Context: an optimization exercise on an open-source flow, tuned for small area, a short achievable clock period and few clock cycles. The choices shown serve that exercise and are no tape-out recipe. In this exercise RTL edits were held to simulation tests only and were not proved equivalent to the original.

==> design/flow/design.v <==
module FFT_TOP #(
    parameter N = 32,
    word_size = 16
) (
    input wire clk, reset, en,
    input wire input_valid, receiver_ready,
    input wire [word_size*2-1: 0] i_input_sample1, i_input_sample2,
    output wire output_valid,
    output wire [word_size*2-1: 0] o_output_sample1, o_output_sample2
);
localparam S_IN = 2'd0, S_COMP = 2'd1, S_OUT = 2'd2;
reg [1:0] state;
reg [3:0] in_cnt;
reg [5:0] q;             
reg [4:0] out_m;         
reg direct;              
reg [2:0] drain;
reg rr_r;                
function [1:0] bank_of;
    input [4:0] a;
    bank_of = {a[1] ^ a[3] ^ a[4], a[0] ^ a[2] ^ a[4]};
endfunction
function [4:0] rotl5;
    input [4:0] x;
    input [2:0] s;
    case (s)
        3'd0: rotl5 = x;
        3'd1: rotl5 = {x[3:0], x[4]};
        3'd2: rotl5 = {x[2:0], x[4:3]};
        3'd3: rotl5 = {x[1:0], x[4:2]};
        default: rotl5 = {x[0], x[4:1]};
    endcase
endfunction
wire issuing = (state == S_COMP);
wire [2:0] s = (q < 6'd32) ? {1'b0, q[4:3]} : 3'd4;
wire [2:0] i3 = (q < 6'd32) ? q[2:0] : q[2:0] - 3'd2;    
wire slot_v = issuing && !(q == 6'd32 || q == 6'd33);
reg [4:0] aP1, aP2, aQ1, aQ2;
reg [3:0] twP, twQ;
always @(*) begin
    if (s == 3'd4) begin
        aP1 = {1'b0, i3, 1'b0};
        aP2 = {1'b1, i3, 1'b0};
        aQ1 = {1'b0, i3, 1'b1};
        aQ2 = {1'b1, i3, 1'b1};
        twP = {i3, 1'b0};
        twQ = {i3, 1'b1};
    end else begin
        aP1 = rotl5({1'b0, i3, 1'b0}, s);
        aQ1 = rotl5({1'b1, i3, 1'b0}, s);
        aP2 = aP1 | (5'd1 << s);
        aQ2 = aQ1 | (5'd1 << s);
        case (s)
            3'd0: begin twP = 4'd0;              twQ = 4'd0; end
            3'd1: begin twP = 4'd0;              twQ = 4'd8; end
            3'd2: begin twP = {1'b0, i3[2], 2'b0}; twQ = {1'b1, i3[2], 2'b0}; end
            default: begin twP = {1'b0, i3[2:1], 1'b0}; twQ = {1'b1, i3[2:1], 1'b0}; end
        endcase
    end
end
wire d_beat, m_beat, d_first;
reg [4:0] out_m_n;
always @(*) begin
    out_m_n = out_m;
    if (d_beat)
        out_m_n = d_first ? (rr_r ? 5'd1 : 5'd0) : (direct ? out_m + 5'd1 : out_m);
    if (m_beat)
        out_m_n = (out_m[3:0] == 4'd15) ? 5'd0 : out_m + 5'd1;
end
wire [4:0] oa1 = {out_m_n[3:0], 1'b0};
wire [4:0] oa2 = {out_m_n[3:0], 1'b1};
wire [4:0] ad0 = issuing ? aP1 : oa1;
wire [4:0] ad1 = issuing ? aP2 : oa2;
wire [4:0] ad2 = aQ1;
wire [4:0] ad3 = aQ2;
wire [1:0] bk0 = bank_of(ad0), bk1 = bank_of(ad1), bk2 = bank_of(ad2), bk3 = bank_of(ad3);
reg [1:0] g_src0, g_src1, g_src2, g_src3;    
reg [1:0] g_op0, g_op1, g_op2, g_op3;        
reg [2:0] g_ix0, g_ix1, g_ix2, g_ix3;        
reg [3:0] g_twP, g_twQ;
reg g_l4, g_v;
reg [2:0] g_i;
function [1:0] op_in;        
    input [1:0] b, k0, k1, k2, k3;
    op_in = (k0 == b) ? 2'd0 : (k1 == b) ? 2'd1 : (k2 == b) ? 2'd2 : 2'd3;
endfunction
function [2:0] ix_in;
    input [1:0] b, k0, k1, k2, k3;
    input [4:0] x0, x1, x2, x3;
    ix_in = (k0 == b) ? x0[4:2] : (k1 == b) ? x1[4:2] : (k2 == b) ? x2[4:2] : x3[4:2];
endfunction
always @(posedge clk) begin
    g_src0 <= bk0; g_src1 <= bk1; g_src2 <= bk2; g_src3 <= bk3;
    g_op0 <= op_in(2'd0, bk0, bk1, bk2, bk3);
    g_op1 <= op_in(2'd1, bk0, bk1, bk2, bk3);
    g_op2 <= op_in(2'd2, bk0, bk1, bk2, bk3);
    g_op3 <= op_in(2'd3, bk0, bk1, bk2, bk3);
    g_ix0 <= ix_in(2'd0, bk0, bk1, bk2, bk3, ad0, ad1, ad2, ad3);
    g_ix1 <= ix_in(2'd1, bk0, bk1, bk2, bk3, ad0, ad1, ad2, ad3);
    g_ix2 <= ix_in(2'd2, bk0, bk1, bk2, bk3, ad0, ad1, ad2, ad3);
    g_ix3 <= ix_in(2'd3, bk0, bk1, bk2, bk3, ad0, ad1, ad2, ad3);
    g_twP <= twP;
    g_twQ <= twQ;
    g_l4 <= (s == 3'd4);
    g_i <= i3;
end
reg [31:0] bank0 [0:7];
reg [31:0] bank1 [0:7];
reg [31:0] bank2 [0:7];
reg [31:0] bank3 [0:7];
function [71:0] tw_digits;       
    input [3:0] k;
    case (k)
        4'd0: tw_digits = {24'h400005, 24'h000000, 24'h000000};
        4'd1: tw_digits = {24'h42ac71, 24'h195070, 24'h0b1150};
        4'd2: tw_digits = {24'h556200, 24'ha45009, 24'h34102d};
        4'd3: tw_digits = {24'h56e568, 24'ha31188, 24'h2150a8};
        4'd4: tw_digits = {24'h2adc01, 24'hb89405, 24'h2adc01};
        4'd5: tw_digits = {24'h2150a8, 24'hc4ac48, 24'h56e568};
        4'd6: tw_digits = {24'h34102d, 24'hc72a00, 24'h556200};
        4'd7: tw_digits = {24'h0b1030, 24'hc0e555, 24'h42ac71};
        4'd8: tw_digits = {24'h000000, 24'hc00001, 24'h400005};
        4'd9: tw_digits = {24'h195070, 24'hc0e555, 24'h42ac71};
        4'd10: tw_digits = {24'ha45009, 24'hc72a00, 24'h556200};
        4'd11: tw_digits = {24'ha31188, 24'hc4ac48, 24'h56e568};
        4'd12: tw_digits = {24'hb89405, 24'hb89405, 24'h2adc01};
        4'd13: tw_digits = {24'hc4ac48, 24'ha31188, 24'h2150a8};
        4'd14: tw_digits = {24'hc72a00, 24'ha45009, 24'h34102d};
        default: tw_digits = {24'hc0e555, 24'h195070, 24'h0b1150};
    endcase
endfunction
wire [31:0] rd0 = bank0[g_ix0];
wire [31:0] rd1 = bank1[g_ix1];
wire [31:0] rd2 = bank2[g_ix2];
wire [31:0] rd3 = bank3[g_ix3];
function [31:0] pick;
    input [1:0] b;
    input [31:0] x0, x1, x2, x3;
    case (b)
        2'd0: pick = x0;
        2'd1: pick = x1;
        2'd2: pick = x2;
        default: pick = x3;
    endcase
endfunction
wire [31:0] rAP = pick(g_src0, rd0, rd1, rd2, rd3);
wire [31:0] rBP = pick(g_src1, rd0, rd1, rd2, rd3);
wire [31:0] rAQ = pick(g_src2, rd0, rd1, rd2, rd3);
wire [31:0] rBQ = pick(g_src3, rd0, rd1, rd2, rd3);
wire [71:0] dgP = tw_digits(g_twP);
wire [71:0] dgQ = tw_digits(g_twQ);
wire [31:0] outP1, outP2, outQ1, outQ2;
bfu bfP (.clk(clk), .A(rAP), .B(rBP), .dr(dgP[71:48]), .di(dgP[47:24]), .dn(dgP[23:0]),
    .out1(outP1), .out2(outP2));
bfu bfQ (.clk(clk), .A(rAQ), .B(rBQ), .dr(dgQ[71:48]), .di(dgQ[47:24]), .dn(dgQ[23:0]),
    .out1(outQ1), .out2(outQ2));
reg r_v, k_v, m_v;
reg r_l4, k_l4, m_l4;
reg [2:0] r_i, k_i, m_i;
reg [1:0] r_op0, r_op1, r_op2, r_op3, k_op0, k_op1, k_op2, k_op3, m_op0, m_op1, m_op2, m_op3;
reg [2:0] r_ix0, r_ix1, r_ix2, r_ix3, k_ix0, k_ix1, k_ix2, k_ix3, m_ix0, m_ix1, m_ix2, m_ix3;
always @(posedge clk) begin
    r_l4 <= g_l4; k_l4 <= r_l4; m_l4 <= k_l4;
    r_i <= g_i; k_i <= r_i; m_i <= k_i;
    r_op0 <= g_op0; r_op1 <= g_op1; r_op2 <= g_op2; r_op3 <= g_op3;
    k_op0 <= r_op0; k_op1 <= r_op1; k_op2 <= r_op2; k_op3 <= r_op3;
    m_op0 <= k_op0; m_op1 <= k_op1; m_op2 <= k_op2; m_op3 <= k_op3;
    r_ix0 <= g_ix0; r_ix1 <= g_ix1; r_ix2 <= g_ix2; r_ix3 <= g_ix3;
    k_ix0 <= r_ix0; k_ix1 <= r_ix1; k_ix2 <= r_ix2; k_ix3 <= r_ix3;
    m_ix0 <= k_ix0; m_ix1 <= k_ix1; m_ix2 <= k_ix2; m_ix3 <= k_ix3;
end
wire [3:0] in_a = {in_cnt[0], in_cnt[1], in_cnt[2], in_cnt[3]};
wire [1:0] inb1 = bank_of({1'b0, in_a});
wire [1:0] inb2 = bank_of({1'b1, in_a});
wire in_phase = (state == S_IN);
function [31:0] wsel;
    input in_ph;
    input [1:0] b, inb1, op;
    input [31:0] s1, s2, p1, p2, q1, q2;
    if (in_ph)
        wsel = (inb1 == b) ? s1 : s2;
    else
        wsel = pick(op, p1, p2, q1, q2);
endfunction
wire [31:0] wd0 = wsel(in_phase, 2'd0, inb1, m_op0, i_input_sample1, i_input_sample2, outP1, outP2, outQ1, outQ2);
wire [31:0] wd1 = wsel(in_phase, 2'd1, inb1, m_op1, i_input_sample1, i_input_sample2, outP1, outP2, outQ1, outQ2);
wire [31:0] wd2 = wsel(in_phase, 2'd2, inb1, m_op2, i_input_sample1, i_input_sample2, outP1, outP2, outQ1, outQ2);
wire [31:0] wd3 = wsel(in_phase, 2'd3, inb1, m_op3, i_input_sample1, i_input_sample2, outP1, outP2, outQ1, outQ2);
wire [2:0] in_ix1 = {1'b0, in_a[3:2]};
wire [2:0] in_ix2 = {1'b1, in_a[3:2]};
wire we0 = in_phase ? (inb1 == 2'd0 || inb2 == 2'd0) : m_v;
wire we1 = in_phase ? (inb1 == 2'd1 || inb2 == 2'd1) : m_v;
wire we2 = in_phase ? (inb1 == 2'd2 || inb2 == 2'd2) : m_v;
wire we3 = in_phase ? (inb1 == 2'd3 || inb2 == 2'd3) : m_v;
wire [2:0] wi0 = in_phase ? ((inb1 == 2'd0) ? in_ix1 : in_ix2) : m_ix0;
wire [2:0] wi1 = in_phase ? ((inb1 == 2'd1) ? in_ix1 : in_ix2) : m_ix1;
wire [2:0] wi2 = in_phase ? ((inb1 == 2'd2) ? in_ix1 : in_ix2) : m_ix2;
wire [2:0] wi3 = in_phase ? ((inb1 == 2'd3) ? in_ix1 : in_ix2) : m_ix3;
always @(posedge clk) begin
    if (we0) bank0[wi0] <= wd0;
    if (we1) bank1[wi1] <= wd1;
    if (we2) bank2[wi2] <= wd2;
    if (we3) bank3[wi3] <= wd3;
end
reg [31:0] o1, o2;
reg ov;
assign output_valid = ov;
assign o_output_sample1 = o1;
assign o_output_sample2 = o2;
assign d_beat = m_v && m_l4;                  
assign d_first = (m_i == 3'd0);
assign m_beat = (state == S_OUT) && (drain == 3'd0) && rr_r;
always @(posedge clk) begin
    o1 <= d_beat ? outP1 : rAP;
    o2 <= d_beat ? outQ1 : rBP;
end
always @(posedge clk or posedge reset) begin
    if (reset) begin
        state <= S_IN;
        in_cnt <= 4'd0;
        q <= 6'd0;
        out_m <= 5'd0;
        direct <= 1'b0;
        drain <= 3'd0;
        rr_r <= 1'b0;
        g_v <= 1'b0; r_v <= 1'b0; k_v <= 1'b0; m_v <= 1'b0;
        ov <= 1'b0;
    end else begin
        rr_r <= receiver_ready;
        out_m <= out_m_n;
        g_v <= slot_v;
        r_v <= g_v;
        k_v <= r_v;
        m_v <= k_v;
        ov <= 1'b0;
        case (state)
            S_IN: begin
                if (input_valid) begin
                    in_cnt <= in_cnt + 4'd1;
                    if (in_cnt == 4'd15) begin
                        state <= S_COMP;
                        q <= 6'd0;
                    end
                end
            end
            S_COMP: begin
                q <= q + 6'd1;
                if (q == 6'd41) begin
                    state <= S_OUT;
                    drain <= 3'd4;
                end
            end
            default: ;
        endcase
        if (d_beat) begin
            if (d_first) begin
                direct <= rr_r;
                ov <= rr_r;
            end else
                ov <= direct;
        end
        if (state == S_OUT) begin
            if (drain != 3'd0)
                drain <= drain - 3'd1;
            else if (rr_r) begin
                ov <= 1'b1;
                if (out_m[3:0] == 4'd15)
                    state <= S_IN;
            end
        end
    end
end
endmodule
module bfu (
    input wire clk,
    input wire [31:0] A, B,
    input wire [23:0] dr, di, dn,
    output wire [31:0] out1, out2
);
reg [31:0] r_A, r_B;
reg [23:0] r_dr0, r_dr1, r_di, r_dn;
always @(posedge clk) begin
    r_A <= A;
    r_B <= B;
    r_dr0 <= dr;
    r_dr1 <= dr;
    r_di <= di;
    r_dn <= dn;
end
function [17:0] pprow;
    input [15:0] x;
    input [2:0] d;
    reg [16:0] m;
    begin
        m = d[0] ? {x[15], x} : (d[1] ? {x, 1'b0} : 17'd0);
        pprow = {~(m[16] ^ d[2]), m ^ {17{d[2]}}};
    end
endfunction
localparam [30:0] KROW = 31'h00004000 - 31'h55540000;
wire [15:0] Br = r_B[31:16], Bi = r_B[15:0];
wire [31*19-1:0] re_rows, im_rows;
genvar gi;
generate
    for (gi = 0; gi < 8; gi = gi + 1) begin : pp
        wire [2:0] cr0 = r_dr0[3*gi+2:3*gi];
        wire [2:0] cr1 = r_dr1[3*gi+2:3*gi];
        wire [2:0] ci = r_di[3*gi+2:3*gi];
        wire [2:0] cn = r_dn[3*gi+2:3*gi];                      
        wire [48:0] sr0 = {31'd0, pprow(Br, cr0)} << (2*gi);    
        wire [48:0] sr1 = {31'd0, pprow(Bi, cn)} << (2*gi);     
        wire [48:0] si0 = {31'd0, pprow(Bi, cr1)} << (2*gi);    
        wire [48:0] si1 = {31'd0, pprow(Br, ci)} << (2*gi);     
        assign re_rows[31*(2*gi)+30:31*(2*gi)] = sr0[30:0];
        assign re_rows[31*(2*gi+1)+30:31*(2*gi+1)] = sr1[30:0];
        assign im_rows[31*(2*gi)+30:31*(2*gi)] = si0[30:0];
        assign im_rows[31*(2*gi+1)+30:31*(2*gi+1)] = si1[30:0];
        assign re_rows[31*16+2*gi+1:31*16+2*gi] = {1'b0, cr0[2]};
        assign re_rows[31*17+2*gi+1:31*17+2*gi] = {1'b0, cn[2]};
        assign im_rows[31*16+2*gi+1:31*16+2*gi] = {1'b0, cr1[2]};
        assign im_rows[31*17+2*gi+1:31*17+2*gi] = {1'b0, ci[2]};
    end
endgenerate
assign re_rows[31*17-1:31*16+16] = 15'd0;
assign re_rows[31*18-1:31*17+16] = 15'd0;
assign im_rows[31*17-1:31*16+16] = 15'd0;
assign im_rows[31*18-1:31*17+16] = 15'd0;
assign re_rows[31*19-1:31*18] = KROW;
assign im_rows[31*19-1:31*18] = KROW;
wire [31*4-1:0] re_r4, im_r4;
csa_19to4 re_tree (.rows(re_rows), .o(re_r4));
csa_19to4 im_tree (.rows(im_rows), .o(im_r4));
reg [31*4-1:0] k_re, k_im;
reg [31:0] k_A;
always @(posedge clk) begin
    k_re <= re_r4;
    k_im <= im_r4;
    k_A <= r_A;
end
wire [30:0] re_s, re_c, im_s, im_c;
csa_4to2 re_tree2 (.rows(k_re), .s(re_s), .c(re_c));
csa_4to2 im_tree2 (.rows(k_im), .s(im_s), .c(im_c));
wire [30:0] Rs = re_s + re_c;
wire [30:0] Is = im_s + im_c;
reg [31:0] m_T, m_A;
always @(posedge clk) begin
    m_T <= {Rs[30:15], Is[30:15]};
    m_A <= k_A;
end
wire [15:0] Tr = m_T[31:16], Ti = m_T[15:0];
wire [15:0] Ar = m_A[31:16], Ai = m_A[15:0];
assign out1 = {Ar + Tr, Ai + Ti};
assign out2 = {Ar - Tr, Ai - Ti};
endmodule
module csa_19to4 (
    input wire [31*19-1:0] rows,
    output wire [31*4-1:0] o
);
function [61:0] csa;
    input [30:0] a, b, d;
    begin
        csa[30:0] = a ^ b ^ d;
        csa[61:31] = {(a[29:0] & b[29:0]) | (a[29:0] & d[29:0]) | (b[29:0] & d[29:0]), 1'b0};
    end
endfunction
wire [30:0] r [0:18];
genvar i;
generate
    for (i = 0; i < 19; i = i + 1) begin : split
        assign r[i] = rows[31*i+30:31*i];
    end
endgenerate
wire [61:0] l1_0 = csa(r[0], r[1], r[2]);
wire [61:0] l1_1 = csa(r[3], r[4], r[5]);
wire [61:0] l1_2 = csa(r[6], r[7], r[8]);
wire [61:0] l1_3 = csa(r[9], r[10], r[11]);
wire [61:0] l1_4 = csa(r[12], r[13], r[14]);
wire [61:0] l1_5 = csa(r[15], r[16], r[17]);
wire [61:0] l2_0 = csa(l1_0[30:0], l1_0[61:31], l1_1[30:0]);
wire [61:0] l2_1 = csa(l1_1[61:31], l1_2[30:0], l1_2[61:31]);
wire [61:0] l2_2 = csa(l1_3[30:0], l1_3[61:31], l1_4[30:0]);
wire [61:0] l2_3 = csa(l1_4[61:31], l1_5[30:0], l1_5[61:31]);
wire [61:0] l3_0 = csa(l2_0[30:0], l2_0[61:31], l2_1[30:0]);
wire [61:0] l3_1 = csa(l2_1[61:31], l2_2[30:0], l2_2[61:31]);
wire [61:0] l3_2 = csa(l2_3[30:0], l2_3[61:31], r[18]);
wire [61:0] l4_0 = csa(l3_0[30:0], l3_0[61:31], l3_1[30:0]);
wire [61:0] l4_1 = csa(l3_1[61:31], l3_2[30:0], l3_2[61:31]);
assign o = {l4_1, l4_0};
endmodule
module csa_4to2 (
    input wire [31*4-1:0] rows,
    output wire [30:0] s, c
);
function [61:0] csa;
    input [30:0] a, b, d;
    begin
        csa[30:0] = a ^ b ^ d;
        csa[61:31] = {(a[29:0] & b[29:0]) | (a[29:0] & d[29:0]) | (b[29:0] & d[29:0]), 1'b0};
    end
endfunction
wire [61:0] l5_0 = csa(rows[30:0], rows[61:31], rows[92:62]);
wire [61:0] l6_0 = csa(l5_0[30:0], l5_0[61:31], rows[123:93]);
assign s = l6_0[30:0];
assign c = l6_0[61:31];
endmodule
==> design/flow/flow/run.sh <==
#!/bin/bash
# The standard layout, with timing repair aimed at a 4 ns period: the clock
# stays at the design's period, repair_timing is only told to keep a 6 ns
# setup margin, without gate cloning (clones overloaded some nets).
# Every step's output goes to its own log here.
set -e
export SETUP_SLACK_MARGIN=6.0
export SKIP_GATE_CLONING=1
bash standard.sh > standard.log 2>&1
==> design/flow/standard.sh <==
#!/bin/bash
# synth_recipe.tcl (not shown) runs the flow's synth.tcl, then flattens the netlist and writes it again
# the make line also repeats each setting of config.mk as NAME=value (left out here)
make -C /OpenROAD-flow-scripts/flow DESIGN_CONFIG=/design/flow/config.mk WORK_HOME=/design/flow/orfs CLKGATE_MAP_FILE= SYNTH_SCRIPT=/design/flow/synth_recipe.tcl "${@:-finish}"
==> design/flow/config.mk <==
export PLATFORM = sky130hd
export DESIGN_NAME = FFT_TOP
export DESIGN_NICKNAME = FFT_TOP
export VERILOG_FILES = /design/flow/design.v
export SDC_FILE = /design/flow/constraint.sdc
export NUM_CORES = 4
export LEC_CHECK = 0
export CAP_MARGIN = 20
export CORE_MARGIN = 2
export CORE_UTILIZATION = 40
export SLEW_MARGIN = 20
==> design/flow/constraint.sdc <==
create_clock -name core_clock -period 10.0 [get_ports {clk}]
set_input_delay 2.0000 -clock core_clock [delete_from_list [all_inputs] [get_ports {clk}]]
set_output_delay 2.0000 -clock core_clock [all_outputs]
set_load 0.01 [all_outputs]
==> flow_summary.json <==
{
  "r2r_slack_ns": 6.09,
  "timing.rr.end": "bfP.k_re[20]",
  "synth.distinct_cells": 104,
  "coreArea_um2": 312000,
  "vias": 83704,
  "synth_edf_count": 1024,
  "hold_start": "k_ix2[0]",
  "cts_tree": "built",
  "syn-cell-area_um2": 126000,
  "drv_slew": 0,
  "crit_family": "buffers and inverters",
  "drt_iter0_markers": 8883,
  "dieWidth_um": 564,
  "drtAntennaViolNets": 0,
  "clk_path_buf_depth": 4,
  "critical_path_class": "reg -> out",
  "syn-mean-instance-area_um2": 11.5,
  "hold_depth": 0,
  "hpwl_mm": 285,
  "antenna_found_initial": 34,
  "ys_seq_area_frac": 0.406,
  "path_max_fanout": 1,
  "routabilityCongestion": 0.971,
  "final_common_cell": "inv_1",
  "synth-seq-cells": 2028,
  "synthTopCellsByArea": "edfxtp_1 (24%), dfxtp_1 (16%), fa_1 (14%), mux4_2 (8.1%), ha_1 (6.6%)",
  "io_buffers": 132,
  "reg2regPathDepth": 9,
  "io_pins": 134,
  "grt_usage": 0.247,
  "end_kind": "output port",
  "worstPathCellList": "clkdlybuf4s50_1",
  "critical-path-max-stage-delay_ns": 0.60,
  "crit_slowest_cell": "clkdlybuf4s50_1",
  "finalWirelength_mm": 396,
  "cts_sinks": 2028,
  "placementRows": 205,
  "grt-ovfl-total": 0,
  "tns_ns": 0,
  "drt_first_pass_iters": 6,
  "grt_start_max_net_pins": 115,
  "synth_top_area_frac": 0.245,
  "die_area_um2": 319000,
  "cp.required_ns": 8.00,
  "cts_hold_buf": 0,
  "period_needed_ns": 3.91,
  "worstMarginPinSlew_ns": 1.21,
  "min_to": "m_ix2[0]",
  "hold_class": "reg -> reg",
  "hold_violations": 0,
  "setup_viol": 0,
  "outcome": "no timing/DRC/antenna violations",
  "relSlewSlack": 0.184,
  "finalClockSkew_ns": 0.118,
  "fmax_ghz": 0.256,
  "syn_to_final_growth_pct": 11.8,
  "via_per_inst": 5.50,
  "start_kind": "flip-flop",
  "cp.depth": 1,
  "layout_common_cells": "inv_1 (1525), edfxtp_1 (1024), nand2_1 (1008)",
  "wire_per_inst_um": 26.0,
  "yosys.area.top_type": "edfxtp_1",
  "grt_pass1_wl_mm": 578,
  "grt_pass1_vias": 85222,
  "syn-instance-count": 10965,
  "max_cap_viol_count": 0,
  "cts_buffers": 218,
  "timing.rr.start": "bfP.r_B[11]",
  "initial_utilization": 0.402,
  "drive_gt1_frac": 0.138,
  "die_h_um": 564,
  "cts-root-buf": "clkbuf_16",
  "worstPathArrival_ns": 1.91,
  "nNetsFinal": 12454,
  "drc": 0,
  "ys_warn_count": 4,
  "worst-path-buf-inv": 1,
  "syn_nets": 12563,
  "fillers": 28329,
  "clk_pin_slew_worst_paths_ns": 0.06,
  "rsz0062_at_grt": "yes",
  "ys.flop_type": "edfxtp_1",
  "worstSkewPairLatency_ns": 0.94,
  "period_share": 0.391,
  "htree_levels": 4,
  "ys_async_sr_fraction": 0.0128
}
-- cell usage after synthesis (all sizes together) (26+ instances only) --
master,instances
inv,1530
edfxtp,1024
nand2,1009
dfxtp,978
fa,866
ha,663
o21ai,568
xnor2,558
clkbuf,550
xor2,497
mux4,454
nor2,342
a21oi,334
mux2i,197
mux2,186
buf,142
a22oi,141
a21boi,105
nor3,76
nor2b,75
a21o,61
nand2b,58
o21a,47
o211ai,46
a31oi,44
nand3,42
a211oi,41
dfrtp,26
-- cell families (layout without fill, tap and decap cells) --
group / Yosys count / in the layout / synth area share
adder cells (fa/ha/maj): 1532 / 1532 / 0.204
multiplexers: 837 / 837 / 0.114
other: 0 / 44 / 0
AND/OR/NAND/NOR: 1717 / 1717 / 0.0580
XOR/XNOR: 1055 / 1055 / 0.0736
AO/OA/AOI/OAI: 1565 / 1565 / 0.0774
buffers and inverters: 2231 / 2309 / 0.0670
flip-flops: 2028 / 2028 / 0.406
-- final cells by class --
class                      count  area (um^2)  share of cell area
antenna                       44          110            0.000784
clock buffer                 290         6130              0.0437
clock inverter               117         1540              0.0110
inverter                    1539         5780              0.0411
multi-input combinational   6706        67300               0.479
sequential                  2028        51100               0.364
tap                         4140         5180              0.0369
timing repair buffer         363         3310              0.0236
-- metal layers --
metal / track usage / up-vias / share of wire
met3: 0.0562 / 814 / 0.092
met4: 0.140 / 14 / 0.065
met2: 0.386 / 3756 / 0.45
li1: - / 36634 / -
met1: 0.318 / 42486 / 0.39
met5: 0 / - / 0.00023
-- state kept, by name, summed over array words and instances, names as in the netlist, 103 cells and up --
name / flops
bfP.k_im: 103
bank3: 256
bfP.k_re: 104
bank0: 256
bank2: 256
bank1: 256
bfQ.k_im: 106
bfQ.k_re: 106
-- how the worst max path moves through the flow --
stage	startpoint	endpoint	slack (ns)
after CTS	bfQ.k_re[11]	bfQ.m_T[31]	6.00
after detailed placement	bfQ.k_re[11]	bfQ.m_T[31]	5.00
after global routing	bfQ.k_re[73]	bfQ.m_T[18]	5.97
after floorplan	bfP.r_dr1[18]	bfP.k_re[21]	6.09
final	o2[20]	o_output_sample2[20]	6.09
after global placement	bfQ.k_re[11]	bfQ.m_T[31]	4.98
-- through the flow --
| step | setup WS, ns | instance area [um^2] | instances | hold slack (ns) | util |
|---|---|---|---|---|---|
| after floorplan | 6.09 | 126000 | 10965 | 0.310 | - |
| after global placement | 4.98 | 131000 | 14741 | 0.310 | 0.421 |
| after detailed placement | 5.00 | 131000 | 14741 | 0.312 | 0.421 |
| after CTS | 6.00 | 140000 | 15161 | 0.317 | 0.447 |
| after global routing | 5.97 | 140000 | 15213 | 0.327 | 0.450 |
| final | 6.09 | 140000 | 15227 | 0.313 | 0.450 |
-- timing repair --
item / 4_1_cts / 5_1_grt
hold endpoints to repair: 0 / 0
buffers inserted: 13 / 21
endpoints found under the setup margin: 706 / 583
cloned: 0 / 0
resized for setup: 107 / 96
pin swaps: 6 / 28
Testbench counts, summed over its fixed seeds: cycles 17,920.

[afterwards: timing with drivers on the ports]
The flow's constraints put no driver on any port. The routed layout listed below was extracted and timed again, unchanged, in two steps. Step 1 (the two cells are an assumption about what drives the block):
set clk [get_ports {clk}]
set_driving_cell -lib_cell sky130_fd_sc_hd__clkbuf_16 $clk
set_driving_cell -lib_cell sky130_fd_sc_hd__buf_2 [delete_from_list [all_inputs] $clk]
Step 2 times the ports against the registers' clock, not the clock port: input delays grow and output delays shrink by t, the midpoint of the rising clock arrivals with the driver on. Three values: ideal, step 1, step 2; two values: the first two.
t, ns: 0.983
slack for setup (ns): 6.094 / 5.988 / 5.739
cell pins on the clock port's net: 1
After both steps this run still meets setup and hold. For this run, drivers alone change the setup slack by -0.106 ns; drivers and shift together by -0.355 ns.
